This is an optimization exercise on Yosys and OpenROAD, whose aim is small area, not a production implementation. Function was checked by simulation only, so behaviour that the tests miss may differ from the original.

==> flow/design.v (outline; a module is shown in full before it is edited, if it fits) <==
// module it_mul1: 468 lines
// module it_mul2: 244 lines
// module it_cpa17: 59 lines
// module Reg_Block: 24 lines
// module ImagineThinker: 283 lines
module ImagineThinker(clk,rst,inst_addr,inst_data,data_addr,data_rdata,data_wdata,data_we);
  // ...
==> flow/flow/run.sh <==
#!/bin/bash
# Own layout flow: the standard ORFS flow (standard.sh) with a copy of the
# ORFS scripts in which
#  - synthesis maps logic with an area-oriented ABC script (flow/abc_area.script)
#    and keeps the module hierarchy through technology mapping
#    (SYNTH_HIERARCHICAL=1; the standard flow's synthesis script flattens it afterwards as
#    usual), so that each module is mapped on its own; flip-flops are mapped
#    by the unchanged dfflibmap step, before ABC;
#  - the quick ABC pass inside Yosys's synth is skipped for the multiplier
#    modules only (flow/synth_proc.tcl);
#  - full adders are not extracted in the multiplier's final carry-propagate
#    adder (module it_cpa17, a parallel-prefix adder), so ABC maps it as
#    written;
#  - port buffering uses the smallest buffer cell;
#  - clock tree synthesis inserts no dummy loads.
# Each tool's output goes to ORFS's own per-step logs under orfs/logs; this
# script's own output goes to flow_setup.log and flow_make.log.
set -euo pipefail
W=$(pwd)
S=$W/myscripts
{
  rm -rf "$S"
  cp -r "$FLOW_HOME/scripts" "$S"
  cp "$W/flow/abc_area.script" "$S/abc_speed.script"
  cp "$W/flow/abc_area.script" "$S/abc_area.script"
  sed -i 's/buffer_ports {\*}\[env_var_or_empty BUFFER_PORTS_ARGS\]/buffer_ports -buffer_cell sky130_fd_sc_hd__buf_1/' "$S/global_place.tcl"
  sed -i 's/^  -repair_clock_nets\]/  -repair_clock_nets -dont_use_dummy_load]/' "$S/cts.tcl"
  { cat "$W/flow/synth_proc.tcl"; tail -n +2 "$W/synth_recipe.tcl"; } > "$W/my_synth.tcl"
  sed -i 's/^  extract_fa {\*}\[dont_use_extract_fa_args\]$/  extract_fa {*}[dont_use_extract_fa_args] {*}[lsearch -all -inline -not [tee -q -s result.string select -list-mod *] it_cpa*]/' "$S/synth.tcl"
  grep -n "extract_fa {" "$S/synth.tcl"
  grep -n "buffer_ports" "$S/global_place.tcl"
  grep -n "dont_use_dummy_load" "$S/cts.tcl"
  cat "$W/my_synth.tcl"
} > "$W/flow_setup.log" 2>&1
bash standard.sh SCRIPTS_DIR="$S" SYNTH_HIERARCHICAL=1 SYNTH_SCRIPT="$W/my_synth.tcl" finish > "$W/flow_make.log" 2>&1
==> flow/flow/abc_area.script <==
strash
dch -f
map -a
strash
dch -f
map -a
topo
==> flow/flow/synth_proc.tcl <==
# Replaces the first line of the standard flow's synth_recipe.tcl.  Every synth call still
# runs with -nofsm -noshare.  In the fine stage, the quick ABC pass that
# Yosys's synth runs is skipped for the multiplier modules (it_mul*), whose
# bit-level full-adder equations then reach extract_fa unchanged; every
# other module (all of the registers) gets that pass exactly as before.
proc synth {args} {
  if {[lsearch -exact $args fine:] >= 0} {
    yosys synth -nofsm -noshare -noabc {*}$args
    yosys abc -fast {*}[lsearch -all -inline -not [yosys tee -q -s result.string select -list-mod *] it_mul*]
    yosys opt -fast
  } else {
    yosys synth -nofsm -noshare {*}$args
  }
}
==> flow/standard.sh <==
#!/bin/bash
# synth_recipe.tcl (not shown) runs the flow's synth.tcl, then flattens the netlist and writes it again
# the make line also repeats each setting of config.mk as NAME=value (left out here)
make -C /OpenROAD-flow-scripts/flow DESIGN_CONFIG=/design/flow/config.mk WORK_HOME=/design/flow/orfs CLKGATE_MAP_FILE= SYNTH_SCRIPT=/design/flow/synth_recipe.tcl "${@:-finish}"
==> flow/config.mk <==
export PLATFORM = sky130hd
export DESIGN_NAME = ImagineThinker
export DESIGN_NICKNAME = ImagineThinker
export VERILOG_FILES = /design/flow/design.v
export SDC_FILE = /design/flow/constraint.sdc
export NUM_CORES = 4
export LEC_CHECK = 0
export ABC_CLOCK_PERIOD_IN_PS = 10000
export CAP_MARGIN = 20
export CORE_MARGIN = 2
export CORE_UTILIZATION = 50
export CTS_BUF_LIST = sky130_fd_sc_hd__clkbuf_4
export CTS_CLUSTER_DIAMETER = 60
export CTS_CLUSTER_SIZE = 7
export SLEW_MARGIN = 20
==> flow/constraint.sdc <==
create_clock -name core_clock -period 10.0 [get_ports {clk}]
set_input_delay 2.0000 -clock core_clock [delete_from_list [all_inputs] [get_ports {clk}]]
set_output_delay 2.0000 -clock core_clock [all_outputs]
set_load 0.01 [all_outputs]
==> metrics.yaml, run 1 <==
slowest_delay_ns: 0.57
first_pass_iters: 7
clkCellAreaFrac_pct: 2.08
gp_congestion: 1.04
stdcell_area_mm2: 0.0409
synth_top_family_by_area: "compound AO/OA/AOI/OAI gates"
netlist_top_cells_area: "edfxtp_1, fa_1, o22ai_1, nor2_1, clkinv_1"
track_usage_pct: 34.0
vias_per_cell: 6.57
nets: 3671
critical_path_depth: 35
r2r-end: "m_res[11]"
holdCritStartpoint: "d_a[7]"
cts_resized: 18
crit_start: "f_c2"
status: "complete, no violations"
placedCellCount: 4175
routed_wl_mm: 128
synth_xor_area_share_pct: 1.91
drive_gt1_share_pct: 13.1
ys_warn_count: 8
slowest_stage: "fa_1"
synth_ff_type: "edfxtp_1"
vias: 28400
crit_buf_inv: 7
holdWs_ns: 0.416
min_path_cells: 0
cp-end-kind: "flop"
ant_nets: 0
fin_crit_sh_pct: 96.6
slew_violations: 0
==> module it_mul1, before the edit <==
module it_mul1(x1, x2, y1, y2, s, u);
    input [7:0] x1, x2, y1, y2;
    input s;
    output [16:0] u;
    wire m1_1;
    wire m1_2;
    assign m1_1 = (x1[0] & y1[6]) ^ (x1[1] & y1[5]) ^ (x1[2] & y1[4]);
    assign m1_2 = ((x1[0] & y1[6]) & (x1[1] & y1[5])) | ((x1[2] & y1[4]) & ((x1[0] & y1[6]) ^ (x1[1] & y1[5])));
    wire m1_3;
    wire m1_4;
    assign m1_3 = ~(x1[0] & y1[7]) ^ (x1[1] & y1[6]) ^ (x1[2] & y1[5]);
    assign m1_4 = (~(x1[0] & y1[7]) & (x1[1] & y1[6])) | ((x1[2] & y1[5]) & (~(x1[0] & y1[7]) ^ (x1[1] & y1[6])));
    wire m1_5;
    wire m1_6;
    assign m1_5 = (x1[3] & y1[4]) ^ (x1[4] & y1[3]) ^ (x1[5] & y1[2]);
    assign m1_6 = ((x1[3] & y1[4]) & (x1[4] & y1[3])) | ((x1[5] & y1[2]) & ((x1[3] & y1[4]) ^ (x1[4] & y1[3])));
    wire m1_7;
    wire m1_8;
    assign m1_7 = (x1[6] & y1[1]) ^ ~(x1[7] & y1[0]) ^ ~(x2[0] & y2[7]);
    assign m1_8 = ((x1[6] & y1[1]) & ~(x1[7] & y1[0])) | (~(x2[0] & y2[7]) & ((x1[6] & y1[1]) ^ ~(x1[7] & y1[0])));
    wire m1_9;
    wire m1_10;
    assign m1_9 = ~(x1[1] & y1[7]) ^ (x1[2] & y1[6]) ^ (x1[3] & y1[5]);
    assign m1_10 = (~(x1[1] & y1[7]) & (x1[2] & y1[6])) | ((x1[3] & y1[5]) & (~(x1[1] & y1[7]) ^ (x1[2] & y1[6])));
    wire m1_11;
    wire m1_12;
    assign m1_11 = (x1[4] & y1[4]) ^ (x1[5] & y1[3]) ^ (x1[6] & y1[2]);
    assign m1_12 = ((x1[4] & y1[4]) & (x1[5] & y1[3])) | ((x1[6] & y1[2]) & ((x1[4] & y1[4]) ^ (x1[5] & y1[3])));
    wire m1_13;
    wire m1_14;
    assign m1_13 = ~(x1[7] & y1[1]) ^ ~(x2[1] & y2[7]);
    assign m1_14 = ~(x1[7] & y1[1]) & ~(x2[1] & y2[7]);
    wire m1_15;
    wire m1_16;
    assign m1_15 = ~(x1[2] & y1[7]) ^ (x1[3] & y1[6]) ^ (x1[4] & y1[5]);
    assign m1_16 = (~(x1[2] & y1[7]) & (x1[3] & y1[6])) | ((x1[4] & y1[5]) & (~(x1[2] & y1[7]) ^ (x1[3] & y1[6])));
    wire m1_17;
    wire m1_18;
    assign m1_17 = (x1[0] & y1[4]) ^ (x1[1] & y1[3]) ^ (x1[2] & y1[2]);
    assign m1_18 = ((x1[0] & y1[4]) & (x1[1] & y1[3])) | ((x1[2] & y1[2]) & ((x1[0] & y1[4]) ^ (x1[1] & y1[3])));
    wire m1_19;
    wire m1_20;
    assign m1_19 = (x1[0] & y1[5]) ^ (x1[1] & y1[4]) ^ (x1[2] & y1[3]);
    assign m1_20 = ((x1[0] & y1[5]) & (x1[1] & y1[4])) | ((x1[2] & y1[3]) & ((x1[0] & y1[5]) ^ (x1[1] & y1[4])));
    wire m1_21;
    wire m1_22;
    assign m1_21 = (x1[3] & y1[2]) ^ (x1[4] & y1[1]) ^ (x1[5] & y1[0]);
    assign m1_22 = ((x1[3] & y1[2]) & (x1[4] & y1[1])) | ((x1[5] & y1[0]) & ((x1[3] & y1[2]) ^ (x1[4] & y1[1])));
    wire m1_23;
    wire m1_24;
    assign m1_23 = (x2[0] & y2[5]) ^ (x2[1] & y2[4]);
    assign m1_24 = (x2[0] & y2[5]) & (x2[1] & y2[4]);
    wire m1_25;
    wire m1_26;
    assign m1_25 = m1_1 ^ (x1[3] & y1[3]) ^ (x1[4] & y1[2]);
    assign m1_26 = (m1_1 & (x1[3] & y1[3])) | ((x1[4] & y1[2]) & (m1_1 ^ (x1[3] & y1[3])));
    wire m1_27;
    wire m1_28;
    assign m1_27 = (x1[5] & y1[1]) ^ (x1[6] & y1[0]) ^ (x2[0] & y2[6]);
    assign m1_28 = ((x1[5] & y1[1]) & (x1[6] & y1[0])) | ((x2[0] & y2[6]) & ((x1[5] & y1[1]) ^ (x1[6] & y1[0])));
    wire m1_29;
    wire m1_30;
    assign m1_29 = (x2[1] & y2[5]) ^ (x2[2] & y2[4]) ^ (x2[3] & y2[3]);
    assign m1_30 = ((x2[1] & y2[5]) & (x2[2] & y2[4])) | ((x2[3] & y2[3]) & ((x2[1] & y2[5]) ^ (x2[2] & y2[4])));
    wire m1_31;
    wire m1_32;
    assign m1_31 = (x2[4] & y2[2]) ^ (x2[5] & y2[1]);
    assign m1_32 = (x2[4] & y2[2]) & (x2[5] & y2[1]);
    wire m1_33;
    wire m1_34;
    assign m1_33 = m1_3 ^ m1_5 ^ m1_7;
    assign m1_34 = (m1_3 & m1_5) | (m1_7 & (m1_3 ^ m1_5));
    wire m1_35;
    wire m1_36;
    assign m1_35 = (x2[1] & y2[6]) ^ (x2[2] & y2[5]) ^ (x2[3] & y2[4]);
    assign m1_36 = ((x2[1] & y2[6]) & (x2[2] & y2[5])) | ((x2[3] & y2[4]) & ((x2[1] & y2[6]) ^ (x2[2] & y2[5])));
    wire m1_37;
    wire m1_38;
    assign m1_37 = (x2[4] & y2[3]) ^ (x2[5] & y2[2]) ^ (x2[6] & y2[1]);
    assign m1_38 = ((x2[4] & y2[3]) & (x2[5] & y2[2])) | ((x2[6] & y2[1]) & ((x2[4] & y2[3]) ^ (x2[5] & y2[2])));
    wire m1_39;
    wire m1_40;
    assign m1_39 = ~(x2[7] & y2[0]) ^ ~(s & y2[7]) ^ 1'b1;
    assign m1_40 = (~(x2[7] & y2[0]) & ~(s & y2[7])) | (1'b1 & (~(x2[7] & y2[0]) ^ ~(s & y2[7])));
    wire m1_41;
    wire m1_42;
    assign m1_41 = m1_9 ^ m1_11 ^ m1_13;
    assign m1_42 = (m1_9 & m1_11) | (m1_13 & (m1_9 ^ m1_11));
    wire m1_43;
    wire m1_44;
    assign m1_43 = (x2[2] & y2[6]) ^ (x2[3] & y2[5]) ^ (x2[4] & y2[4]);
    assign m1_44 = ((x2[2] & y2[6]) & (x2[3] & y2[5])) | ((x2[4] & y2[4]) & ((x2[2] & y2[6]) ^ (x2[3] & y2[5])));
    wire m1_45;
    wire m1_46;
    assign m1_45 = (x2[5] & y2[3]) ^ (x2[6] & y2[2]) ^ ~(x2[7] & y2[1]);
    assign m1_46 = ((x2[5] & y2[3]) & (x2[6] & y2[2])) | (~(x2[7] & y2[1]) & ((x2[5] & y2[3]) ^ (x2[6] & y2[2])));
    wire m1_47;
    wire m1_48;
    assign m1_47 = 1'b1 ^ m1_4 ^ m1_6;
    assign m1_48 = (1'b1 & m1_4) | (m1_6 & (1'b1 ^ m1_4));
    wire m1_49;
    wire m1_50;
    assign m1_49 = m1_15 ^ (x1[5] & y1[4]) ^ (x1[6] & y1[3]);
    assign m1_50 = (m1_15 & (x1[5] & y1[4])) | ((x1[6] & y1[3]) & (m1_15 ^ (x1[5] & y1[4])));
    wire m1_51;
    wire m1_52;
    assign m1_51 = ~(x1[7] & y1[2]) ^ ~(x2[2] & y2[7]) ^ (x2[3] & y2[6]);
    assign m1_52 = (~(x1[7] & y1[2]) & ~(x2[2] & y2[7])) | ((x2[3] & y2[6]) & (~(x1[7] & y1[2]) ^ ~(x2[2] & y2[7])));
    wire m1_53;
    wire m1_54;
    assign m1_53 = (x2[4] & y2[5]) ^ (x2[5] & y2[4]) ^ (x2[6] & y2[3]);
    assign m1_54 = ((x2[4] & y2[5]) & (x2[5] & y2[4])) | ((x2[6] & y2[3]) & ((x2[4] & y2[5]) ^ (x2[5] & y2[4])));
    wire m1_55;
    wire m1_56;
    assign m1_55 = ~(x2[7] & y2[2]) ^ m1_10 ^ m1_12;
    assign m1_56 = (~(x2[7] & y2[2]) & m1_10) | (m1_12 & (~(x2[7] & y2[2]) ^ m1_10));
    wire m1_57;
    wire m1_58;
    assign m1_57 = ~(x1[3] & y1[7]) ^ (x1[4] & y1[6]) ^ (x1[5] & y1[5]);
    assign m1_58 = (~(x1[3] & y1[7]) & (x1[4] & y1[6])) | ((x1[5] & y1[5]) & (~(x1[3] & y1[7]) ^ (x1[4] & y1[6])));
    wire m1_59;
    wire m1_60;
    assign m1_59 = (x1[6] & y1[4]) ^ ~(x1[7] & y1[3]) ^ ~(x2[3] & y2[7]);
    assign m1_60 = ((x1[6] & y1[4]) & ~(x1[7] & y1[3])) | (~(x2[3] & y2[7]) & ((x1[6] & y1[4]) ^ ~(x1[7] & y1[3])));
    wire m1_61;
    wire m1_62;
    assign m1_61 = (x2[4] & y2[6]) ^ (x2[5] & y2[5]) ^ (x2[6] & y2[4]);
    assign m1_62 = ((x2[4] & y2[6]) & (x2[5] & y2[5])) | ((x2[6] & y2[4]) & ((x2[4] & y2[6]) ^ (x2[5] & y2[5])));
    wire m1_63;
    wire m1_64;
    assign m1_63 = ~(x1[4] & y1[7]) ^ (x1[5] & y1[6]) ^ (x1[6] & y1[5]);
    assign m1_64 = (~(x1[4] & y1[7]) & (x1[5] & y1[6])) | ((x1[6] & y1[5]) & (~(x1[4] & y1[7]) ^ (x1[5] & y1[6])));
    wire m1_65;
    wire m1_66;
    assign m1_65 = (x1[0] & y1[2]) ^ (x1[1] & y1[1]);
    assign m1_66 = (x1[0] & y1[2]) & (x1[1] & y1[1]);
    wire m1_67;
    wire m1_68;
    assign m1_67 = (x1[0] & y1[3]) ^ (x1[1] & y1[2]) ^ (x1[2] & y1[1]);
    assign m1_68 = ((x1[0] & y1[3]) & (x1[1] & y1[2])) | ((x1[2] & y1[1]) & ((x1[0] & y1[3]) ^ (x1[1] & y1[2])));
    wire m1_69;
    wire m1_70;
    assign m1_69 = (x1[3] & y1[0]) ^ (x2[0] & y2[3]) ^ (x2[1] & y2[2]);
    assign m1_70 = ((x1[3] & y1[0]) & (x2[0] & y2[3])) | ((x2[1] & y2[2]) & ((x1[3] & y1[0]) ^ (x2[0] & y2[3])));
    wire m1_71;
    wire m1_72;
    assign m1_71 = m1_17 ^ (x1[3] & y1[1]) ^ (x1[4] & y1[0]);
    assign m1_72 = (m1_17 & (x1[3] & y1[1])) | ((x1[4] & y1[0]) & (m1_17 ^ (x1[3] & y1[1])));
    wire m1_73;
    wire m1_74;
    assign m1_73 = (x2[0] & y2[4]) ^ (x2[1] & y2[3]) ^ (x2[2] & y2[2]);
    assign m1_74 = ((x2[0] & y2[4]) & (x2[1] & y2[3])) | ((x2[2] & y2[2]) & ((x2[0] & y2[4]) ^ (x2[1] & y2[3])));
    wire m1_75;
    wire m1_76;
    assign m1_75 = (x2[3] & y2[1]) ^ (x2[4] & y2[0]);
    assign m1_76 = (x2[3] & y2[1]) & (x2[4] & y2[0]);
    wire m1_77;
    wire m1_78;
    assign m1_77 = m1_19 ^ m1_21 ^ m1_23;
    assign m1_78 = (m1_19 & m1_21) | (m1_23 & (m1_19 ^ m1_21));
    wire m1_79;
    wire m1_80;
    assign m1_79 = (x2[2] & y2[3]) ^ (x2[3] & y2[2]) ^ (x2[4] & y2[1]);
    assign m1_80 = ((x2[2] & y2[3]) & (x2[3] & y2[2])) | ((x2[4] & y2[1]) & ((x2[2] & y2[3]) ^ (x2[3] & y2[2])));
    wire m1_81;
    wire m1_82;
    assign m1_81 = (x2[5] & y2[0]) ^ (s & y2[5]) ^ m1_18;
    assign m1_82 = ((x2[5] & y2[0]) & (s & y2[5])) | (m1_18 & ((x2[5] & y2[0]) ^ (s & y2[5])));
    wire m1_83;
    wire m1_84;
    assign m1_83 = m1_25 ^ m1_27 ^ m1_29;
    assign m1_84 = (m1_25 & m1_27) | (m1_29 & (m1_25 ^ m1_27));
    wire m1_85;
    wire m1_86;
    assign m1_85 = m1_31 ^ (x2[6] & y2[0]) ^ (s & y2[6]);
    assign m1_86 = (m1_31 & (x2[6] & y2[0])) | ((s & y2[6]) & (m1_31 ^ (x2[6] & y2[0])));
    wire m1_87;
    wire m1_88;
    assign m1_87 = m1_20 ^ m1_22 ^ m1_24;
    assign m1_88 = (m1_20 & m1_22) | (m1_24 & (m1_20 ^ m1_22));
    wire m1_89;
    wire m1_90;
    assign m1_89 = m1_33 ^ m1_35 ^ m1_37;
    assign m1_90 = (m1_33 & m1_35) | (m1_37 & (m1_33 ^ m1_35));
    wire m1_91;
    wire m1_92;
    assign m1_91 = m1_39 ^ m1_2 ^ m1_26;
    assign m1_92 = (m1_39 & m1_2) | (m1_26 & (m1_39 ^ m1_2));
    wire m1_93;
    wire m1_94;
    assign m1_93 = m1_28 ^ m1_30 ^ m1_32;
    assign m1_94 = (m1_28 & m1_30) | (m1_32 & (m1_28 ^ m1_30));
    wire m1_95;
    wire m1_96;
    assign m1_95 = m1_41 ^ m1_43 ^ m1_45;
    assign m1_96 = (m1_41 & m1_43) | (m1_45 & (m1_41 ^ m1_43));
    wire m1_97;
    wire m1_98;
    assign m1_97 = m1_47 ^ m1_8 ^ m1_34;
    assign m1_98 = (m1_47 & m1_8) | (m1_34 & (m1_47 ^ m1_8));
    wire m1_99;
    wire m1_100;
    assign m1_99 = m1_36 ^ m1_38 ^ m1_40;
    assign m1_100 = (m1_36 & m1_38) | (m1_40 & (m1_36 ^ m1_38));
    wire m1_101;
    wire m1_102;
    assign m1_101 = m1_49 ^ m1_51 ^ m1_53;
    assign m1_102 = (m1_49 & m1_51) | (m1_53 & (m1_49 ^ m1_51));
    wire m1_103;
    wire m1_104;
    assign m1_103 = m1_55 ^ m1_14 ^ m1_42;
    assign m1_104 = (m1_55 & m1_14) | (m1_42 & (m1_55 ^ m1_14));
    wire m1_105;
    wire m1_106;
    assign m1_105 = m1_44 ^ m1_46 ^ m1_48;
    assign m1_106 = (m1_44 & m1_46) | (m1_48 & (m1_44 ^ m1_46));
    wire m1_107;
    wire m1_108;
    assign m1_107 = m1_57 ^ m1_59 ^ m1_61;
    assign m1_108 = (m1_57 & m1_59) | (m1_61 & (m1_57 ^ m1_59));
    wire m1_109;
    wire m1_110;
    assign m1_109 = ~(x2[7] & y2[3]) ^ m1_16 ^ m1_50;
    assign m1_110 = (~(x2[7] & y2[3]) & m1_16) | (m1_50 & (~(x2[7] & y2[3]) ^ m1_16));
    wire m1_111;
    wire m1_112;
    assign m1_111 = m1_52 ^ m1_54 ^ m1_56;
    assign m1_112 = (m1_52 & m1_54) | (m1_56 & (m1_52 ^ m1_54));
    wire m1_113;
    wire m1_114;
    assign m1_113 = m1_63 ^ ~(x1[7] & y1[4]) ^ ~(x2[4] & y2[7]);
    assign m1_114 = (m1_63 & ~(x1[7] & y1[4])) | (~(x2[4] & y2[7]) & (m1_63 ^ ~(x1[7] & y1[4])));
    wire m1_115;
    wire m1_116;
    assign m1_115 = (x2[5] & y2[6]) ^ (x2[6] & y2[5]) ^ ~(x2[7] & y2[4]);
    assign m1_116 = ((x2[5] & y2[6]) & (x2[6] & y2[5])) | (~(x2[7] & y2[4]) & ((x2[5] & y2[6]) ^ (x2[6] & y2[5])));
    wire m1_117;
    wire m1_118;
    assign m1_117 = m1_58 ^ m1_60 ^ m1_62;
    assign m1_118 = (m1_58 & m1_60) | (m1_62 & (m1_58 ^ m1_60));
    wire m1_119;
    wire m1_120;
    assign m1_119 = ~(x1[5] & y1[7]) ^ (x1[6] & y1[6]) ^ ~(x1[7] & y1[5]);
    assign m1_120 = (~(x1[5] & y1[7]) & (x1[6] & y1[6])) | (~(x1[7] & y1[5]) & (~(x1[5] & y1[7]) ^ (x1[6] & y1[6])));
    wire m1_121;
    wire m1_122;
    assign m1_121 = ~(x2[5] & y2[7]) ^ (x2[6] & y2[6]) ^ ~(x2[7] & y2[5]);
    assign m1_122 = (~(x2[5] & y2[7]) & (x2[6] & y2[6])) | (~(x2[7] & y2[5]) & (~(x2[5] & y2[7]) ^ (x2[6] & y2[6])));
    wire m1_123;
    wire m1_124;
    assign m1_123 = (x1[0] & y1[1]) ^ (x1[1] & y1[0]);
    assign m1_124 = (x1[0] & y1[1]) & (x1[1] & y1[0]);
    wire m1_125;
    wire m1_126;
    assign m1_125 = m1_65 ^ (x1[2] & y1[0]) ^ (x2[0] & y2[2]);
    assign m1_126 = (m1_65 & (x1[2] & y1[0])) | ((x2[0] & y2[2]) & (m1_65 ^ (x1[2] & y1[0])));
    wire m1_127;
    wire m1_128;
    assign m1_127 = (x2[1] & y2[1]) ^ (x2[2] & y2[0]);
    assign m1_128 = (x2[1] & y2[1]) & (x2[2] & y2[0]);
    wire m1_129;
    wire m1_130;
    assign m1_129 = m1_67 ^ m1_69 ^ (x2[2] & y2[1]);
    assign m1_130 = (m1_67 & m1_69) | ((x2[2] & y2[1]) & (m1_67 ^ m1_69));
    wire m1_131;
    wire m1_132;
    assign m1_131 = (x2[3] & y2[0]) ^ (s & y2[3]) ^ m1_66;
    assign m1_132 = ((x2[3] & y2[0]) & (s & y2[3])) | (m1_66 & ((x2[3] & y2[0]) ^ (s & y2[3])));
    wire m1_133;
    wire m1_134;
    assign m1_133 = m1_71 ^ m1_73 ^ m1_75;
    assign m1_134 = (m1_71 & m1_73) | (m1_75 & (m1_71 ^ m1_73));
    wire m1_135;
    wire m1_136;
    assign m1_135 = (s & y2[4]) ^ m1_68 ^ m1_70;
    assign m1_136 = ((s & y2[4]) & m1_68) | (m1_70 & ((s & y2[4]) ^ m1_68));
    wire m1_137;
    wire m1_138;
    assign m1_137 = m1_77 ^ m1_79 ^ m1_81;
    assign m1_138 = (m1_77 & m1_79) | (m1_81 & (m1_77 ^ m1_79));
    wire m1_139;
    wire m1_140;
    assign m1_139 = m1_72 ^ m1_74 ^ m1_76;
    assign m1_140 = (m1_72 & m1_74) | (m1_76 & (m1_72 ^ m1_74));
    wire m1_141;
    wire m1_142;
    assign m1_141 = m1_83 ^ m1_85 ^ m1_87;
    assign m1_142 = (m1_83 & m1_85) | (m1_87 & (m1_83 ^ m1_85));
    wire m1_143;
    wire m1_144;
    assign m1_143 = m1_78 ^ m1_80 ^ m1_82;
    assign m1_144 = (m1_78 & m1_80) | (m1_82 & (m1_78 ^ m1_80));
    wire m1_145;
    wire m1_146;
    assign m1_145 = m1_89 ^ m1_91 ^ m1_93;
    assign m1_146 = (m1_89 & m1_91) | (m1_93 & (m1_89 ^ m1_91));
    wire m1_147;
    wire m1_148;
    assign m1_147 = m1_84 ^ m1_86 ^ m1_88;
    assign m1_148 = (m1_84 & m1_86) | (m1_88 & (m1_84 ^ m1_86));
    wire m1_149;
    wire m1_150;
    assign m1_149 = m1_95 ^ m1_97 ^ m1_99;
    assign m1_150 = (m1_95 & m1_97) | (m1_99 & (m1_95 ^ m1_97));
    wire m1_151;
    wire m1_152;
    assign m1_151 = m1_90 ^ m1_92 ^ m1_94;
    assign m1_152 = (m1_90 & m1_92) | (m1_94 & (m1_90 ^ m1_92));
    wire m1_153;
    wire m1_154;
    assign m1_153 = m1_101 ^ m1_103 ^ m1_105;
    assign m1_154 = (m1_101 & m1_103) | (m1_105 & (m1_101 ^ m1_103));
    wire m1_155;
    wire m1_156;
    assign m1_155 = m1_96 ^ m1_98 ^ m1_100;
    assign m1_156 = (m1_96 & m1_98) | (m1_100 & (m1_96 ^ m1_98));
    wire m1_157;
    wire m1_158;
    assign m1_157 = m1_107 ^ m1_109 ^ m1_111;
    assign m1_158 = (m1_107 & m1_109) | (m1_111 & (m1_107 ^ m1_109));
    wire m1_159;
    wire m1_160;
    assign m1_159 = m1_102 ^ m1_104 ^ m1_106;
    assign m1_160 = (m1_102 & m1_104) | (m1_106 & (m1_102 ^ m1_104));
    wire m1_161;
    wire m1_162;
    assign m1_161 = m1_113 ^ m1_115 ^ m1_117;
    assign m1_162 = (m1_113 & m1_115) | (m1_117 & (m1_113 ^ m1_115));
    wire m1_163;
    wire m1_164;
    assign m1_163 = m1_108 ^ m1_110 ^ m1_112;
    assign m1_164 = (m1_108 & m1_110) | (m1_112 & (m1_108 ^ m1_110));
    wire m1_165;
    wire m1_166;
    assign m1_165 = m1_119 ^ m1_121 ^ m1_64;
    assign m1_166 = (m1_119 & m1_121) | (m1_64 & (m1_119 ^ m1_121));
    wire m1_167;
    wire m1_168;
    assign m1_167 = m1_114 ^ m1_116 ^ m1_118;
    assign m1_168 = (m1_114 & m1_116) | (m1_118 & (m1_114 ^ m1_116));
    wire m1_169;
    wire m1_170;
    assign m1_169 = ~(x1[6] & y1[7]) ^ ~(x1[7] & y1[6]) ^ ~(x2[6] & y2[7]);
    assign m1_170 = (~(x1[6] & y1[7]) & ~(x1[7] & y1[6])) | (~(x2[6] & y2[7]) & (~(x1[6] & y1[7]) ^ ~(x1[7] & y1[6])));
    wire m1_171;
    wire m1_172;
    assign m1_171 = ~(x2[7] & y2[6]) ^ m1_120 ^ m1_122;
    assign m1_172 = (~(x2[7] & y2[6]) & m1_120) | (m1_122 & (~(x2[7] & y2[6]) ^ m1_120));
    wire m1_173;
    wire m1_174;
    assign m1_173 = m1_123 ^ (x2[0] & y2[1]);
    assign m1_174 = m1_123 & (x2[0] & y2[1]);
    wire m1_175;
    wire m1_176;
    assign m1_175 = m1_125 ^ m1_127 ^ (s & y2[2]);
    assign m1_176 = (m1_125 & m1_127) | ((s & y2[2]) & (m1_125 ^ m1_127));
    wire m1_177;
    wire m1_178;
    assign m1_177 = m1_129 ^ m1_131 ^ m1_126;
    assign m1_178 = (m1_129 & m1_131) | (m1_126 & (m1_129 ^ m1_131));
    wire m1_179;
    wire m1_180;
    assign m1_179 = m1_133 ^ m1_135 ^ m1_130;
    assign m1_180 = (m1_133 & m1_135) | (m1_130 & (m1_133 ^ m1_135));
    wire m1_181;
    wire m1_182;
    assign m1_181 = m1_137 ^ m1_139 ^ m1_134;
    assign m1_182 = (m1_137 & m1_139) | (m1_134 & (m1_137 ^ m1_139));
    wire m1_183;
    wire m1_184;
    assign m1_183 = m1_141 ^ m1_143 ^ m1_138;
    assign m1_184 = (m1_141 & m1_143) | (m1_138 & (m1_141 ^ m1_143));
    wire m1_185;
    wire m1_186;
    assign m1_185 = m1_145 ^ m1_147 ^ m1_142;
    assign m1_186 = (m1_145 & m1_147) | (m1_142 & (m1_145 ^ m1_147));
    wire m1_187;
    wire m1_188;
    assign m1_187 = m1_149 ^ m1_151 ^ m1_146;
    assign m1_188 = (m1_149 & m1_151) | (m1_146 & (m1_149 ^ m1_151));
    wire m1_189;
    wire m1_190;
    assign m1_189 = m1_153 ^ m1_155 ^ m1_150;
    assign m1_190 = (m1_153 & m1_155) | (m1_150 & (m1_153 ^ m1_155));
    wire m1_191;
    wire m1_192;
    assign m1_191 = m1_157 ^ m1_159 ^ m1_154;
    assign m1_192 = (m1_157 & m1_159) | (m1_154 & (m1_157 ^ m1_159));
    wire m1_193;
    wire m1_194;
    assign m1_193 = m1_161 ^ m1_163 ^ m1_158;
    assign m1_194 = (m1_161 & m1_163) | (m1_158 & (m1_161 ^ m1_163));
    wire m1_195;
    wire m1_196;
    assign m1_195 = m1_165 ^ m1_167 ^ m1_162;
    assign m1_196 = (m1_165 & m1_167) | (m1_162 & (m1_165 ^ m1_167));
    wire m1_197;
    wire m1_198;
    assign m1_197 = m1_169 ^ m1_171 ^ m1_166;
    assign m1_198 = (m1_169 & m1_171) | (m1_166 & (m1_169 ^ m1_171));
    wire m1_199;
    wire m1_200;
    assign m1_199 = (x1[7] & y1[7]) ^ (x2[7] & y2[7]) ^ m1_170;
    assign m1_200 = ((x1[7] & y1[7]) & (x2[7] & y2[7])) | (m1_170 & ((x1[7] & y1[7]) ^ (x2[7] & y2[7])));
    wire m1_201;
    wire m1_202;
    assign m1_201 = (x1[0] & y1[0]) ^ (x2[0] & y2[0]);
    assign m1_202 = (x1[0] & y1[0]) & (x2[0] & y2[0]);
    wire m1_203;
    wire m1_204;
    assign m1_203 = m1_173 ^ (x2[1] & y2[0]) ^ (s & y2[1]);
    assign m1_204 = (m1_173 & (x2[1] & y2[0])) | ((s & y2[1]) & (m1_173 ^ (x2[1] & y2[0])));
    wire m1_205;
    wire m1_206;
    assign m1_205 = m1_175 ^ m1_124 ^ m1_174;
    assign m1_206 = (m1_175 & m1_124) | (m1_174 & (m1_175 ^ m1_124));
    wire m1_207;
    wire m1_208;
    assign m1_207 = m1_177 ^ m1_128 ^ m1_176;
    assign m1_208 = (m1_177 & m1_128) | (m1_176 & (m1_177 ^ m1_128));
    wire m1_209;
    wire m1_210;
    assign m1_209 = m1_179 ^ m1_132 ^ m1_178;
    assign m1_210 = (m1_179 & m1_132) | (m1_178 & (m1_179 ^ m1_132));
    wire m1_211;
    wire m1_212;
    assign m1_211 = m1_181 ^ m1_136 ^ m1_180;
    assign m1_212 = (m1_181 & m1_136) | (m1_180 & (m1_181 ^ m1_136));
    wire m1_213;
    wire m1_214;
    assign m1_213 = m1_183 ^ m1_140 ^ m1_182;
    assign m1_214 = (m1_183 & m1_140) | (m1_182 & (m1_183 ^ m1_140));
    wire m1_215;
    wire m1_216;
    assign m1_215 = m1_185 ^ m1_144 ^ m1_184;
    assign m1_216 = (m1_185 & m1_144) | (m1_184 & (m1_185 ^ m1_144));
    wire m1_217;
    wire m1_218;
    assign m1_217 = m1_187 ^ m1_148 ^ m1_186;
    assign m1_218 = (m1_187 & m1_148) | (m1_186 & (m1_187 ^ m1_148));
    wire m1_219;
    wire m1_220;
    assign m1_219 = m1_189 ^ m1_152 ^ m1_188;
    assign m1_220 = (m1_189 & m1_152) | (m1_188 & (m1_189 ^ m1_152));
    wire m1_221;
    wire m1_222;
    assign m1_221 = m1_191 ^ m1_156 ^ m1_190;
    assign m1_222 = (m1_191 & m1_156) | (m1_190 & (m1_191 ^ m1_156));
    wire m1_223;
    wire m1_224;
    assign m1_223 = m1_193 ^ m1_160 ^ m1_192;
    assign m1_224 = (m1_193 & m1_160) | (m1_192 & (m1_193 ^ m1_160));
    wire m1_225;
    wire m1_226;
    assign m1_225 = m1_195 ^ m1_164 ^ m1_194;
    assign m1_226 = (m1_195 & m1_164) | (m1_194 & (m1_195 ^ m1_164));
    wire m1_227;
    wire m1_228;
    assign m1_227 = m1_197 ^ m1_168 ^ m1_196;
    assign m1_228 = (m1_197 & m1_168) | (m1_196 & (m1_197 ^ m1_168));
    wire m1_229;
    wire m1_230;
    assign m1_229 = m1_199 ^ m1_172 ^ m1_198;
    assign m1_230 = (m1_199 & m1_172) | (m1_198 & (m1_199 ^ m1_172));
    wire [16:0] m1_ra = {1'b1, m1_200, m1_229, m1_227, m1_225, m1_223, m1_221, m1_219, m1_217, m1_215, m1_213, m1_211, m1_209, m1_207, m1_205, m1_203, m1_201};
    wire [16:0] m1_rb = {1'b0, m1_230, m1_228, m1_226, m1_224, m1_222, m1_220, m1_218, m1_216, m1_214, m1_212, m1_210, m1_208, m1_206, m1_204, m1_202, (s & y2[0])};
    it_cpa17 m1_add(.a(m1_ra), .b(m1_rb), .s(u));
endmodule
==> module ImagineThinker, before the edit <==
module ImagineThinker(clk,rst,inst_addr,inst_data,data_addr,data_rdata,data_wdata,data_we);
    input clk;
    input rst;
    output [15:0] inst_addr;
    input [31:0] inst_data;
    output [15:0] data_addr;
    input [15:0] data_rdata;
    output [15:0] data_wdata;
    output data_we;
    reg [15:0] pc;
    reg [7:0]  d_op, d_a, d_b, d_c;           
    reg [7:0]  e_op, e_a, e_b, e_c;           
    reg [15:0] e_da, e_db;
    reg [15:0] m_res, m_wdata;                
    reg        m_we, m_rwe, m_ld;
    reg [4:0]  m_c;
    reg        comp;                          
    reg [3:0]  st;                            
    reg [15:0] pn1, pn2;                      
    reg [5:0]  l1, l2;                        
    reg        n1, n2;                        
    wire stall;
    function [16:0] radd16;
        input [15:0] x, y;
        input c;
        integer k;
        reg cc;
        begin
            cc = c;
            for (k = 0; k < 16; k = k + 1) begin
                radd16[k] = x[k] ^ y[k] ^ cc;
                cc = (x[k] & y[k]) | (cc & (x[k] ^ y[k]));
            end
            radd16[16] = cc;
        end
    endfunction
    function [17:0] radd17;
        input [16:0] x, y;
        input c;
        integer k;
        reg cc;
        begin
            cc = c;
            for (k = 0; k < 17; k = k + 1) begin
                radd17[k] = x[k] ^ y[k] ^ cc;
                cc = (x[k] & y[k]) | (cc & (x[k] ^ y[k]));
            end
            radd17[17] = cc;
        end
    endfunction
    function [6:0] rinc7;
        input [6:0] x;
        input c;
        integer k;
        reg cc;
        begin
            cc = c;
            for (k = 0; k < 7; k = k + 1) begin
                rinc7[k] = x[k] ^ cc;
                cc = x[k] & cc;
            end
        end
    endfunction
    function [8:0] radd8;
        input [7:0] x, y;
        input c;
        integer k;
        reg cc;
        begin
            cc = c;
            for (k = 0; k < 8; k = k + 1) begin
                radd8[k] = x[k] ^ y[k] ^ cc;
                cc = (x[k] & y[k]) | (cc & (x[k] ^ y[k]));
            end
            radd8[8] = cc;
        end
    endfunction
    function [15:0] rinc16;
        input [15:0] x;
        input c;
        integer k;
        reg cc;
        begin
            cc = c;
            for (k = 0; k < 16; k = k + 1) begin
                rinc16[k] = x[k] ^ cc;
                cc = x[k] & cc;
            end
        end
    endfunction
    function [7:0] rinc8;
        input [7:0] x;
        input c;
        integer k;
        reg cc;
        begin
            cc = c;
            for (k = 0; k < 8; k = k + 1) begin
                rinc8[k] = x[k] ^ cc;
                cc = x[k] & cc;
            end
        end
    endfunction
    wire       rf_we = m_rwe & ~stall & ~rst;
    wire [15:0] rd_a, rd_b;
    Reg_Block regs(.clk(clk), .we(rf_we), .waddr(m_c), .wdata0(m_res), .wdata1(data_rdata), .wsel(m_ld),
                   .raddr_a(d_a[4:0]), .raddr_b(d_b[4:0]), .rdata_a(rd_a), .rdata_b(rd_b));
    always @(posedge clk)
        if (rst) begin
            d_op <= 8'h08;
        end else if (~stall) begin
            d_op <= inst_data[31:24];
        end
    always @(posedge clk)
        if (~stall) begin
            d_a <= inst_data[23:16];
            d_b <= inst_data[15:8];
            d_c <= inst_data[7:0];
        end
    always @(posedge clk)
        if (rst) begin
            e_op <= 8'h08;
        end else if (~stall) begin
            e_op <= d_op;
        end
    always @(posedge clk)
        if (~stall) begin
            e_a  <= d_a;
            e_b  <= d_b;
            e_c  <= d_c;
            e_db <= rd_b;
        end
    always @(posedge clk)
        if (~stall)
            e_da <= rd_a;
        else if (f_c2)
            e_da <= e_db;
    wire [3:0] op = e_op[3:0];
    wire is_j   = (e_op == 8'hB0);
    wire is_br  = (e_op == 8'h90);
    wire is_st  = (e_op == 8'h8F);
    wire is_ld  = (e_op == 8'h9F);
    wire is_mem = is_st | is_ld;
    wire is_div = (e_op == 8'h83);
    wire is_im  = (e_op == 8'hA0);
    wire is_rwe = (e_op[7:3] == 5'b10000) | is_im | is_ld;
    wire [7:0] a1 = e_da[15:8];
    wire [7:0] a2 = e_da[7:0];
    wire [7:0] b1 = e_db[15:8];
    wire [7:0] b2 = e_db[7:0];
    wire sub  = (op == 4'd1) | ((op >= 4'd9) & (op <= 4'd14));
    wire conj = (op == 4'd6);
    wire link = (op == 4'd15);
    wire sublo = sub | conj;
    wire [15:0] yb  = is_mem ? {8'd0, (is_st ? e_c : e_b)} : (conj ? {8'd0, a2} : e_db);
    wire [15:0] yv  = yb ^ {{8{sub}}, {8{sublo}}};
    wire [7:0]  xlo = conj ? 8'd0 : a2;
    wire [8:0]  slo = radd8(xlo, yv[7:0], sublo);
    wire [8:0]  shi = radd8(a1, yv[15:8], (link ? slo[8] : sub));
    wire eq1 = (shi[7:0] == 8'd0);
    wire eq2 = (slo[7:0] == 8'd0);
    wire lt1 = ~shi[8];
    wire cmp_res = (op == 4'd9)  ? lt1 :
                   (op == 4'd10) ? (eq1 & eq2) :
                   (op == 4'd11) ? (lt1 | eq1) :
                   (op == 4'd12) ? ~(lt1 | eq1) :
                   (op == 4'd13) ? ~(eq1 & eq2) :
                                   ~lt1;
    wire is_cmp = (op >= 4'd9) & (op <= 4'd14);
    wire div_op = (op == 4'd3);
    assign stall = div_op & (st != 4'd1);
    reg f_c1, f_c2, f_den;
    always @(posedge clk) begin
        f_c1  <= ~rst & ~stall & (d_op[3:0] == 4'd3);
        f_c2  <= ~rst & div_op & (st == 4'd0);
        f_den <= ~rst & div_op & (st != 4'd0) & (st != 4'd1);
    end
    wire [7:0] x1 = f_c2 ? a2 : a1;
    wire [7:0] x2 = f_c2 ? a1 : a2;
    wire neg2nd = ~(f_c1 | f_den);
    wire [7:0] x2n = x2 ^ {8{neg2nd}};
    wire [16:0] u1;
    wire [7:0]  u2;
    it_mul1 mul1(.x1(x1), .x2(x2n), .y1(b1), .y2(b2), .s(neg2nd), .u(u1));
    it_mul2 mul2(.a1(a1), .a2(a2), .b1(b1), .b2(b2), .u(u2));
    wire        u1neg = u1[16];
    reg  [15:0] above;
    integer j;
    always @* begin
        above[0] = 1'b0;
        for (j = 1; j < 16; j = j + 1)
            above[j] = above[j-1] | u1[j-1];
    end
    wire [15:0] mag  = u1[15:0] ^ (above & {16{u1neg}});
    wire [15:0] den  = u1[15:0];
    wire [16:0] sm1  = radd16(pn1, den, 1'b0);
    wire [16:0] sm2  = radd16(pn2, den, 1'b0);
    wire ge1 = ~sm1[16];                       
    wire ge2 = ~sm2[16];
    wire step = f_den & (st != 4'd1);
    wire [15:0] ld_pn = ~{6'd0, mag[15:6]};
    wire [15:0] pn1_t = f_c1 ? ld_pn : {sm1[14:0], ~l1[5]};
    wire [15:0] pn1_f = f_c1 ? ld_pn : {pn1[14:0], ~l1[5]};
    wire [15:0] pn2_t = f_c2 ? ld_pn : {sm2[14:0], ~l2[5]};
    wire [15:0] pn2_f = f_c2 ? ld_pn : {pn2[14:0], ~l2[5]};
    always @(posedge clk) begin
        if (f_c1 | step)
            pn1 <= ge1 ? pn1_t : pn1_f;
        if (f_c1) begin
            l1  <= mag[5:0];
            n1  <= u1neg;
        end else if (step) begin
            l1  <= {l1[4:0], ge1};
        end
        if (f_c2 | step)
            pn2 <= ge2 ? pn2_t : pn2_f;
        if (f_c2) begin
            l2  <= mag[5:0];
            n2  <= u1neg;
        end else if (step) begin
            l2  <= {l2[4:0], ge2};
        end
    end
    wire [6:0] nl1 = rinc7(~{1'b0, l1}, 1'b1);
    wire [6:0] nl2 = rinc7(~{1'b0, l2}, 1'b1);
    wire [7:0] dv1_1 = n1 ? {1'b1, ~l1, 1'b1} : {1'b0, l1, 1'b1};
    wire [7:0] dv1_0 = n1 ? {nl1, 1'b0}        : {1'b0, l1, 1'b0};
    wire [7:0] dv2_1 = n2 ? {1'b1, ~l2, 1'b1} : {1'b0, l2, 1'b1};
    wire [7:0] dv2_0 = n2 ? {nl2, 1'b0}        : {1'b0, l2, 1'b0};
    always @(posedge clk)
        if (rst) st <= 4'd0;
        else if (div_op) st <= (st == 4'd0) ? 4'd8 : st - 4'd1;
    reg [15:0] alu;
    always @* begin
        case (op)
            4'd0, 4'd1, 4'd6, 4'd15: alu = {shi[7:0], slo[7:0]};
            4'd2:  alu = {u1[7:0], u2};
            4'd3:  alu = 16'd0;
            4'd4:  alu = {a1, 8'd0};
            4'd5:  alu = {a2, 8'd0};
            4'd7:  alu = {a1, a2};
            4'd8:  alu = 16'd0;
            default: alu = {16{cmp_res}};
        endcase
    end
    wire [15:0] result = is_im ? {e_a, e_b} : alu;
    wire [15:0] res_t = result | (is_div ? {dv1_1, dv2_1} : 16'd0);
    wire [15:0] res_f = result | (is_div ? {dv1_0, dv2_0} : 16'd0);
    wire [15:0] mr_t = rst ? 16'd0 : (stall ? m_res : res_t);
    wire [15:0] mr_f = rst ? 16'd0 : (stall ? m_res : res_f);
    always @(posedge clk)
        if (rst) comp <= 1'b0;
        else if (is_cmp) comp <= cmp_res;
    wire jump = is_j | (is_br & comp);
    wire [15:0] ab_hi = ~rinc16({3'b000, ~e_a, ~e_b[7:3]}, 1'b1);    
    wire [15:0] pc_inc = jump ? {ab_hi[12:0], e_b[2:0]} : 16'd4;
    wire [16:0] pc_nx = radd16(pc, pc_inc, 1'b0);
    always @(posedge clk)
        if (rst) pc <= 16'd0;
        else if (~stall) pc <= pc_nx[15:0];
    always @(posedge clk) begin
        m_res[15:8] <= ge1 ? mr_t[15:8] : mr_f[15:8];
        m_res[7:0]  <= ge2 ? mr_t[7:0]  : mr_f[7:0];
    end
    always @(posedge clk)
        if (rst) begin
            m_we  <= 1'b0;
            m_rwe <= 1'b0;
        end else if (~stall) begin
            m_we  <= is_st;
            m_rwe <= is_rwe;
        end
    always @(posedge clk)
        if (~stall) begin
            m_ld    <= is_ld;
            m_c     <= e_c[4:0];
            m_wdata <= e_db;
        end
    assign inst_addr  = pc;
    assign data_addr  = m_res;
    assign data_wdata = m_wdata;
    assign data_we    = m_we;
endmodule
==> run 2, diff against run 1 <==
--- a/flow/design.v
+++ b/flow/design.v
@@ -466,3 +466,3 @@
     wire [16:0] m1_rb = {1'b0, m1_230, m1_228, m1_226, m1_224, m1_222, m1_220, m1_218, m1_216, m1_214, m1_212, m1_210, m1_208, m1_206, m1_204, m1_202, (s & y2[0])};
-    it_cpa17 m1_add(.a(m1_ra), .b(m1_rb), .s(u));
+    it_fast_cpa17 m1_add(.a(m1_ra), .b(m1_rb), .s(u));
 endmodule
@@ -712,3 +712,3 @@
 endmodule
-module it_cpa17(a, b, s);
+module it_fast_cpa17(a, b, s);
     input  [16:0] a, b;
@@ -771,2 +771,17 @@
 endmodule
+module it_fast_add16(a, b, s);
+    input  [15:0] a, b;
+    output [16:0] s;
+    wire [15:0] g = a & b;
+    wire [15:0] p = a ^ b;
+    wire [16:0] c;
+    assign c[0] = 1'b0;
+    genvar i;
+    generate
+        for (i = 0; i < 16; i = i + 1) begin : carry
+            assign c[i+1] = g[i] | (p[i] & c[i]);
+        end
+    endgenerate
+    assign s = {c[16], p ^ c[15:0]};
+endmodule
 `timescale 1ns / 1ps
@@ -992,4 +1007,5 @@
     wire [15:0] den  = u1[15:0];
-    wire [16:0] sm1  = radd16(pn1, den, 1'b0);
-    wire [16:0] sm2  = radd16(pn2, den, 1'b0);
+    wire [16:0] sm1, sm2;
+    it_fast_add16 sub1(.a(pn1), .b(den), .s(sm1));
+    it_fast_add16 sub2(.a(pn2), .b(den), .s(sm2));
     wire ge1 = ~sm1[16];                       
--- a/flow/flow/run.sh
+++ b/flow/flow/run.sh
@@ -10,5 +10,6 @@
 #    modules only (flow/synth_proc.tcl);
-#  - full adders are not extracted in the multiplier's final carry-propagate
-#    adder (module it_cpa17, a parallel-prefix adder), so ABC maps it as
-#    written;
+#  - full adders are not extracted in the modules named it_fast* (the
+#    multiplier's final parallel-prefix adder and the divider's two
+#    subtractors), so ABC maps their carry logic as plain gates, which are
+#    faster than a chain of full-adder cells;
 #  - port buffering uses the smallest buffer cell;
@@ -28,3 +29,3 @@
   { cat "$W/flow/synth_proc.tcl"; tail -n +2 "$W/synth_recipe.tcl"; } > "$W/my_synth.tcl"
-  sed -i 's/^  extract_fa {\*}\[dont_use_extract_fa_args\]$/  extract_fa {*}[dont_use_extract_fa_args] {*}[lsearch -all -inline -not [tee -q -s result.string select -list-mod *] it_cpa*]/' "$S/synth.tcl"
+  sed -i 's/^  extract_fa {\*}\[dont_use_extract_fa_args\]$/  extract_fa {*}[dont_use_extract_fa_args] {*}[lsearch -all -inline -not [tee -q -s result.string select -list-mod *] it_fast*]/' "$S/synth.tcl"
   grep -n "extract_fa {" "$S/synth.tcl"
--- a/flow/config.mk
+++ b/flow/config.mk
@@ -10,3 +10,3 @@
 export CORE_MARGIN = 2
-export CORE_UTILIZATION = 50
+export CORE_UTILIZATION = 56
 export CTS_BUF_LIST = sky130_fd_sc_hd__clkbuf_4
==> run 2 against run 1 <==
Global-route usage rose by 4.0 points. Critical path type unchanged. Via count up 2.1%. Sequential cell count unchanged. Core utilization is 5.6 points higher. Still clean. Non-clock buffer count shrank 46. Synthesized area increased by 0.41%.
==> metrics.yaml, run 2 <==
status: "complete, no violations"  # unchanged
cts_buffers: 113  # unchanged
nets: 3724  # was 3671
cp-end-kind: "flop"  # unchanged
drt_iter0_drc: 4004  # was 3638
placed_area_mm2: 0.0390  # was 0.0392 mm²
first_global_vias: 28500  # was 28000
required_ns: 10.62  # was 10.61 ns
instances_no_fill: 4322  # was 4331
avgSynthCellArea_um2: 11.7  # was 12.2 µm²
io_pins: 99  # unchanged
cts_max_path_buffers: 3  # unchanged
track_usage_pct: 38.0  # was 34.0%
finalCriticalPeriod_ns: 9.58  # was 9.66 ns
antenna_found_initial: 6  # was 9
rr_worst_depth: 35  # unchanged
grt_max_degree: 55  # was 87
clock_sinks: 718  # unchanged
ys_warn_count: 8  # unchanged
drive_gt1_share_pct: 10.2  # was 13.1%
largest_reg_flops: 512  # unchanged
cp.arrival_ns: 10.20  # was 10.27 ns
slowest_delay_ns: 0.52  # was 0.57 ns
clk_latency_ns: 0.94  # was 0.98 ns
netlist_area_mm2: 0.0364  # was 0.0362 mm²
drv_cap: 0  # unchanged
fin_crit_sh_pct: 95.8  # was 96.6%
cpMostUsedCell: "fa_1"  # unchanged
critPathMaxFanout: 16  # was 8
syn_inst: 3109  # was 2977
htree_levels: 3  # unchanged
cts_tree: "done"  # unchanged
areaGrowthSynthToFinish_pct: 10.9  # was 12.9%
mostFrequentLayoutCell: "edfxtp_1"  # unchanged
gr-total-overflow: 0  # unchanged
crit_type: "flop to flop"  # unchanged
hold_violations: 0  # unchanged
hold_buffers: 0  # unchanged
worstMarginPinSlew_ns: 1.30  # was 1.37 ns
placedCellCount: 4189  # was 4175
syn-num-nets: 3369  # was 3269
first_pass_iters: 9  # was 7
root_buffer: "clkbuf_4"  # unchanged
grt_pass1_wl_mm: 184  # about the same
cp-start-kind: "flop"  # unchanged
die-area_mm2: 0.0670  # was 0.0746 mm²
gp_congestion: 1.02  # was 1.04
finalSetupViolations: 0  # unchanged
routed_wl_mm: 128  # about the same
die_h_um: 259  # was 273 µm
clock.fmax_mhz: 104  # about the same
holdCritStartpoint: "d_op[3]"  # was d_a[7]
min_path_cells: 1  # was 0
fin_skew_ns: 0.106  # was 0.187 ns
vias_per_cell: 6.72  # was 6.57
clk_pin_slew_ns: 0.09  # about the same
place_hpwl_mm: 87.8  # was 87.9 mm
vias: 29000  # was 28400
slowest_stage: "fa_1"  # unchanged
die-width_um: 259  # was 273 µm
initial_core_util_pct: 56.5  # was 50.6%
core_region_area_mm2: 0.0643  # was 0.0716 mm²
slew_violations: 0  # unchanged
layout_common_cells: "edfxtp_1, o22ai_1, nor2_1"  # unchanged
rows: 93  # was 98
ant_nets: 0  # unchanged
reg2reg_slack_ns: 0.42  # was 0.34 ns
drc: 0  # unchanged
r2r-end: "m_res[8]"  # was m_res[11]
stdcell_area_mm2: 0.0403  # was 0.0409 mm²
rsz0062_at_grt: "false"
top_register: "regs.rfn"  # unchanged
r2r_start: "e_op[1]"  # was f_c2
io_buffers: 98  # unchanged
holdPathEnd: "f_c1"  # was e_a[7]
wl_per_cell_um: 29.6  # about the same
hold_class: "flop to flop"  # unchanged
relSlewSlack_pct: 12.2  # was 7.83%
[run 2: metal layers]
| metal | part of all wire, % | vias up | global-route usage, % |
|---|---|---|---|
| li1 | - | 12600 | - |
| met2 | 48 | 1903 | 62.0 |
| met1 | 35 | 14200 | 47.1 |
| met4 | 6.7 | 4 | 22.6 |
| met5 | 0.016 | - | 0 |
| met3 | 10 | 423 | 7.89 |
[run 2: critical path, delay by kind of cell, from the launching register on]
family	cells	cell delay, ns
flip-flops	1	0.36
multiplexers	1	0.30
adder cells (fa/ha/maj)	15	5.81
AND/OR/NAND/NOR	6	0.77
AO/OA/AOI/OAI	8	1.55
buffers and inverters	5	0.54
[run 2: area by class of cell]
| cell class | instances | area [µm²] |
|---|---|---|
| inverters | 266 | 1010 |
| well taps | 855 | 1070 |
| multi-input cells | 2117 | 14500 |
| fillers | 5178 | 24000 |
| clock buffers | 113 | 848 |
| flip-flops and latches | 718 | 21100 |
| repair buffers | 248 | 1730 |
| diodes | 5 | 12.5 |
[run 2: stage by stage]
stage	setup TNS (ns)	setup slack (ns)	hold slack (ns)	utilization [%]
5_1_grt	0	0.00459	0.407	62.6
4_1_cts	0	0.102	0.398	62.0
6_report	0	0.422	0.393	62.6
3_5_place_dp	-2.45	-0.234	0.405	60.6
3_3_place_gp	0	0.0534	0.404	60.5
2_1_floorplan	0	0.432	0.400	-
[run 2: timing repair]
action | CTS | global route
pin swaps | 0 | 1
endpoints found under the setup margin | 16 | 49
buffers inserted | 0 | 4
resized for setup | 2 | 31
[run 2: worst max-delay path by stage]
stage                     startpoint       end  slack, ns  cells after the start
final                        e_op[1]  m_res[8]       0.42                     35
after global routing         e_op[3]  m_res[8]      0.005                     39
after CTS                    e_op[3]  m_res[8]       0.10                     37
after detailed placement     e_op[3]  m_res[6]      -0.23                     36
after global placement       e_op[3]  m_res[4]       0.05                     36
after floorplan              e_op[3]  m_res[4]       0.43                     35
==> run 3, diff against run 2 <==
--- a/flow/config.mk
+++ b/flow/config.mk
@@ -10,3 +10,3 @@
 export CORE_MARGIN = 2
-export CORE_UTILIZATION = 56
+export CORE_UTILIZATION = 50
 export CTS_BUF_LIST = sky130_fd_sc_hd__clkbuf_4
==> run 3 against run 2 <==
Fmax up 0.16%. Critical path depth up 1. Cell count up 2.2%. Global-route usage down 4.3 points. Synthesized area unchanged. Worst setup slack better by 0.016 ns. Via count about the same. Non-clock buffer count unchanged. Largest cell class unchanged. Highest routed layer unchanged.
==> metrics.yaml, run 3 <==
cp.arrival_ns: 10.22  # was 10.20 ns
finalCriticalPeriod_ns: 9.56  # was 9.58 ns
cts_tree: "done"  # unchanged
grt_pass1_wl_mm: 184  # about the same
stdcell_area_mm2: 0.0404  # was 0.0403 mm²
clk_latency_ns: 0.95  # was 0.94 ns
layout_common_cells: "edfxtp_1, o22ai_1, nor2_1"  # unchanged
place_ws_ns: -0.208  # was -0.234 ns
areaGrowthSynthToFinish_pct: 11.1  # was 10.9%
holdWs_ns: 0.423  # was 0.393 ns
drc: 0  # unchanged
largest_reg_flops: 512  # unchanged
mostFrequentLayoutCell: "edfxtp_1"  # unchanged
avgSynthCellArea_um2: 11.7  # unchanged
die_h_um: 274  # was 259 µm
vias_per_cell: 6.57  # was 6.72
slowest_delay_ns: 0.52  # about the same
drv_cap: 0  # unchanged
cts_max_path_buffers: 3  # unchanged
wl_per_cell_um: 28.8  # was 29.6 µm
placed_area_mm2: 0.0392  # was 0.0390 mm²
fin_skew_ns: 0.187  # was 0.106 ns
fin_crit_sh_pct: 95.6  # was 95.8%
rows: 98  # was 93
vias: 29000  # about the same
htree_levels: 3  # unchanged
drive_gt1_share_pct: 10.2  # about the same
antenna_found_initial: 4  # was 6
hold_buffers: 0  # unchanged
fin_ws_ns: 0.438  # was 0.422 ns
die-area_mm2: 0.0749  # was 0.0670 mm²
ys_warn_count: 8  # unchanged
die-width_um: 274  # was 259 µm
hold_violations: 0  # unchanged
gp_congestion: 0.959  # was 1.02
root_buffer: "clkbuf_4"  # unchanged
netlist_area_mm2: 0.0364  # unchanged
first_global_vias: 28200  # was 28500
top_register: "regs.rfn"  # unchanged
track_usage_pct: 33.7  # was 38.0%
grt_max_degree: 85  # was 55
io_pins: 99  # unchanged
worstMarginPinSlew_ns: 1.36  # was 1.30 ns
rsz0062_at_grt: "false"  # unchanged
initial_core_util_pct: 50.7  # was 56.5%
relSlewSlack_pct: 8.44  # was 12.2%
place_hpwl_mm: 87.9  # was 87.8 mm
cpMostUsedCell: "fa_1"  # unchanged
critPathMaxFanout: 16  # unchanged
syn-num-nets: 3369  # unchanged
crit_type: "flop to flop"  # unchanged
first_pass_iters: 8  # was 9
fillers: 6115  # was 5178
routed_wl_mm: 127  # was 128 mm
status: "complete, no violations"  # unchanged
cp-start-kind: "flop"  # unchanged
io_buffers: 98  # unchanged
clk_pin_slew_ns: 0.09  # about the same
syn_inst: 3109  # unchanged
hold_class: "flop to flop"  # unchanged
cts_buffers: 114  # was 113
slew_violations: 0  # unchanged
nets: 3725  # was 3724
drt_iter0_drc: 3688  # was 4004
ant_nets: 0  # unchanged
slowest_stage: "fa_1"  # unchanged
required_ns: 10.66  # was 10.62 ns
finalSetupViolations: 0  # unchanged
clock_sinks: 718  # unchanged
clock.fmax_mhz: 105  # was 104 MHz
gr-total-overflow: 0  # unchanged
cp-end-kind: "flop"  # unchanged
core_region_area_mm2: 0.0717  # was 0.0643 mm²
[run 3: changes by cell type in the layout (fill, tap and decap cells not counted), moves of 2 or more]
cell        delta
inv_2          +3
clkinvlp_4     -2
diode_2        -3
nor4_1         +3
nor4_2         -2
[run 3: critical path: cells and delay by family (launching register included)]
kind / cells / cell delay, ns
AOI/OAI and AO/OA: 8 / 1.34
and+or+nand+nor: 8 / 0.98
DFF: 1 / 0.36
buffers and inverters: 4 / 0.43
adders and majority gates: 15 / 5.81
muxes: 1 / 0.37
[run 3: cell type report]
type                       instances  area (µm²)  area share, %
clock buffer                     114         856           2.12
multi-input combinational       2117       14500           35.8
antenna                            2        5.00         0.0124
inverter                         266        1000           2.48
timing repair buffer             248        1730           4.28
tap                              950        1190           2.94
sequential                       718       21100           52.4
[run 3: routing by layer]
layer,GRT usage (%),up-vias,part of all wire [%]
met5,0,-,0.0055
met4,19.2,2,6.5
met3,6.34,441,10
met2,55.4,1919,48
met1,42.1,14100,36
li1,-,12600,-
[run 3: path summary, 6_finish.rpt]
check	from	endpoint	slack (ns)	cells after the start
setup / recovery	e_op[1]	m_res[4]	0.44	36
hold / removal	d_c[0]	e_c[0]	0.42	0
setup reg to reg	e_op[1]	m_res[4]	0.44	36
hold reg to reg	d_c[0]	e_c[0]	0.42	0
[run 3: repair_timing]
item                       in CTS  in global routing
gates cloned                    0                  0
setup buffers                   0                  6
gates resized for setup         1                 32
setup endpoints to repair      16                 49
[run 3: per-stage QoR]
stage               TNS (ns)  std cells  utilization [%]
global route               0       4415             56.3
global placement           0       4280             54.5
floorplan                  0       3109                -
CTS                        0       4398             55.8
detailed placement     -1.60       4284             54.6
finish                     0       4415             56.3
==> run 4, diff against run 3 <==
--- a/flow/config.mk
+++ b/flow/config.mk
@@ -8,3 +8,3 @@
 export ABC_CLOCK_PERIOD_IN_PS = 10000
-export CAP_MARGIN = 20
+export CAP_MARGIN = 0
 export CORE_MARGIN = 2
@@ -14,2 +14,2 @@
 export CTS_CLUSTER_SIZE = 7
-export SLEW_MARGIN = 20
+export SLEW_MARGIN = 0
==> run 4 against run 3 <==
Fmax is 0.20% lower. Non-clock buffer count is 9 lower. Cell count is 0.16% lower. Via count is 0.21% lower. Critical path type unchanged. Highest routed layer is now met4.
==> metrics.yaml, run 4 <==
crit_type: "flop to flop"  # unchanged
mostFrequentLayoutCell: "edfxtp_1"  # unchanged
avgSynthCellArea_um2: 11.7  # unchanged
grt_pass1_wl_mm: 184  # about the same
finalCoreUtilization_pct: 55.9  # was 56.3%
htree_levels: 3  # unchanged
drt_iter0_drc: 3707  # was 3688
required_ns: 10.67  # was 10.66 ns
layout_common_cells: "edfxtp_1, o22ai_1, nor2_1"  # unchanged
root_buffer: "clkbuf_4"  # unchanged
reg2reg_slack_ns: 0.42  # was 0.44 ns
fillers: 6096  # was 6115
fin_crit_sh_pct: 95.8  # was 95.6%
ys_warn_count: 8  # unchanged
gr-total-overflow: 0  # unchanged
track_usage_pct: 33.7  # about the same
first_pass_iters: 6  # was 8
hold_violations: 0  # unchanged
clk_pin_slew_ns: 0.09  # about the same
clock_sinks: 718  # unchanged
drv_cap: 0  # unchanged
clock.fmax_mhz: 104  # was 105 MHz
fin_skew_ns: 0.174  # was 0.187 ns
cts_tree: "done"  # unchanged
io_pins: 99  # unchanged
areaGrowthSynthToFinish_pct: 10.2  # was 11.1%
vias: 29000  # about the same
multi_input_comb_area_mm2: 0.0145  # about the same
core_region_area_mm2: 0.0717  # unchanged
largest_reg_flops: 512  # unchanged
cp-start-kind: "flop"  # unchanged
relSlewSlack_pct: 9.77  # was 8.44%
cp-end-kind: "flop"  # unchanged
slowest_delay_ns: 0.52  # about the same
cpLargestDelayFamily: "adder cells"  # unchanged
grt_max_degree: 85  # unchanged
syn_inst: 3109  # unchanged
first_global_vias: 28300  # was 28200
ant_nets: 0  # unchanged
hold_class: "flop to flop"  # unchanged
die-width_um: 274  # unchanged
antenna_found_initial: 5  # was 4
slowest_stage: "fa_1"  # unchanged
status: "complete, no violations"  # unchanged
rows: 98  # unchanged
io_buffers: 98  # unchanged
crit_buf_inv: 4  # unchanged
cts_max_path_buffers: 3  # unchanged
worstMarginPinSlew_ns: 1.34  # was 1.36 ns
cp.arrival_ns: 10.25  # was 10.22 ns
drive_gt1_share_pct: 9.93  # was 10.2%
clk_latency_ns: 0.98  # was 0.95 ns
holdWs_ns: 0.416  # was 0.423 ns
place_hpwl_mm: 87.4  # was 87.9 mm
critPathMaxFanout: 16  # unchanged
die-area_mm2: 0.0749  # unchanged
netlist_area_mm2: 0.0364  # unchanged
initial_core_util_pct: 50.7  # unchanged
drc: 0  # unchanged
top_register: "regs.rfn"  # unchanged
finalSetupViolations: 0  # unchanged
cts_buffers: 114  # unchanged
regArea_mm2: 0.0211  # about the same
syn-num-nets: 3369  # unchanged
cpMostUsedCell: "fa_1"  # unchanged
nets: 3716  # was 3725
finalCriticalPeriod_ns: 9.58  # was 9.56 ns
wl_per_cell_um: 28.8  # about the same
routed_wl_mm: 127  # about the same
gp_congestion: 0.959  # unchanged
die_h_um: 274  # unchanged
vias_per_cell: 6.57  # about the same
hold_buffers: 0  # unchanged
slew_violations: 0  # unchanged
==> run 4: worst paths after layout <==
kind | from | end | cells past startpoint
setup / recovery | e_op[5] | m_res[15] | 36
hold / removal | d_c[1] | e_c[1] | 0
setup reg to reg | e_op[5] | m_res[15] | 36
hold reg to reg | d_c[1] | e_c[1] | 0
==> run 4: what timing repair did <==
action,CTS,global route
buffers inserted,0,10
endpoints found under the hold margin,0,0
pin swaps,0,0
endpoints found under the setup margin,16,49
gates resized for setup,2,32
==> run 4: per-stage QoR <==
step                instance area (µm²)  std cells  setup TNS [ns]  setup WS [ns]
detailed placement                39100       4280           -2.35         -0.238
CTS                               39900       4394               0        0.00402
global route                      40100       4406          -0.144        -0.0369
global placement                  39100       4280               0         0.0330
finish                            40100       4408               0          0.419
floorplan                         36400       3109               0          0.432
==> run 4: layout make-up <==
cell class | count | area share [%]
Tap cell | 950 | 2.97
Antenna cell | 4 | 0.0250
Timing Repair Buffer | 239 | 3.56
Clock buffer | 114 | 2.14
Sequential cell | 718 | 52.8
Inverter | 266 | 2.51
Multi-Input combinational cell | 2117 | 36.1
==> run 4: routing by layer <==
metal  vias up  track usage (%)  part of all wire, %
met5         -                0                    0
met4         0             20.1                  6.8
met3       429             6.54                  9.8
met2      1854             54.8                   47
met1     14100             42.0                   36
li1      12500                -                    -

## re-timing with driven ports
Ports are ideal in the flow. The routed layouts listed here were re-timed in OpenROAD. Step 1 assumes that a clkbuf_16 drives the clock port and a buf_2 every other input. Step 2, shift: input delay + t, output delay - t, t = (earliest + latest rising clock arrival at the registers) / 2. This alone moves slack from input paths to output paths. Slacks: no drivers / after step 1 / after step 2; pairs: no drivers / after step 1.
run	t (ns)	setup slack, ns	hold slack, ns	worst setup path at the end	latest minus earliest clock arrival (ns)
run 1	0.949	0.344 / 0.344 / 0.344	0.416 / 0.416 / 0.416	register to register	0.187 / 0.187
run 2	0.953	0.422 / 0.422 / 0.422	0.393 / 0.393 / 0.393	register to register	0.120 / 0.120
run 3	0.926	0.438 / 0.438 / 0.438	0.423 / 0.423 / 0.423	register to register	0.198 / 0.197
run 4	0.960	0.419 / 0.419 / 0.419	0.416 / 0.416 / 0.416	register to register	0.180 / 0.180
After both steps setup and hold are still met in every run listed.
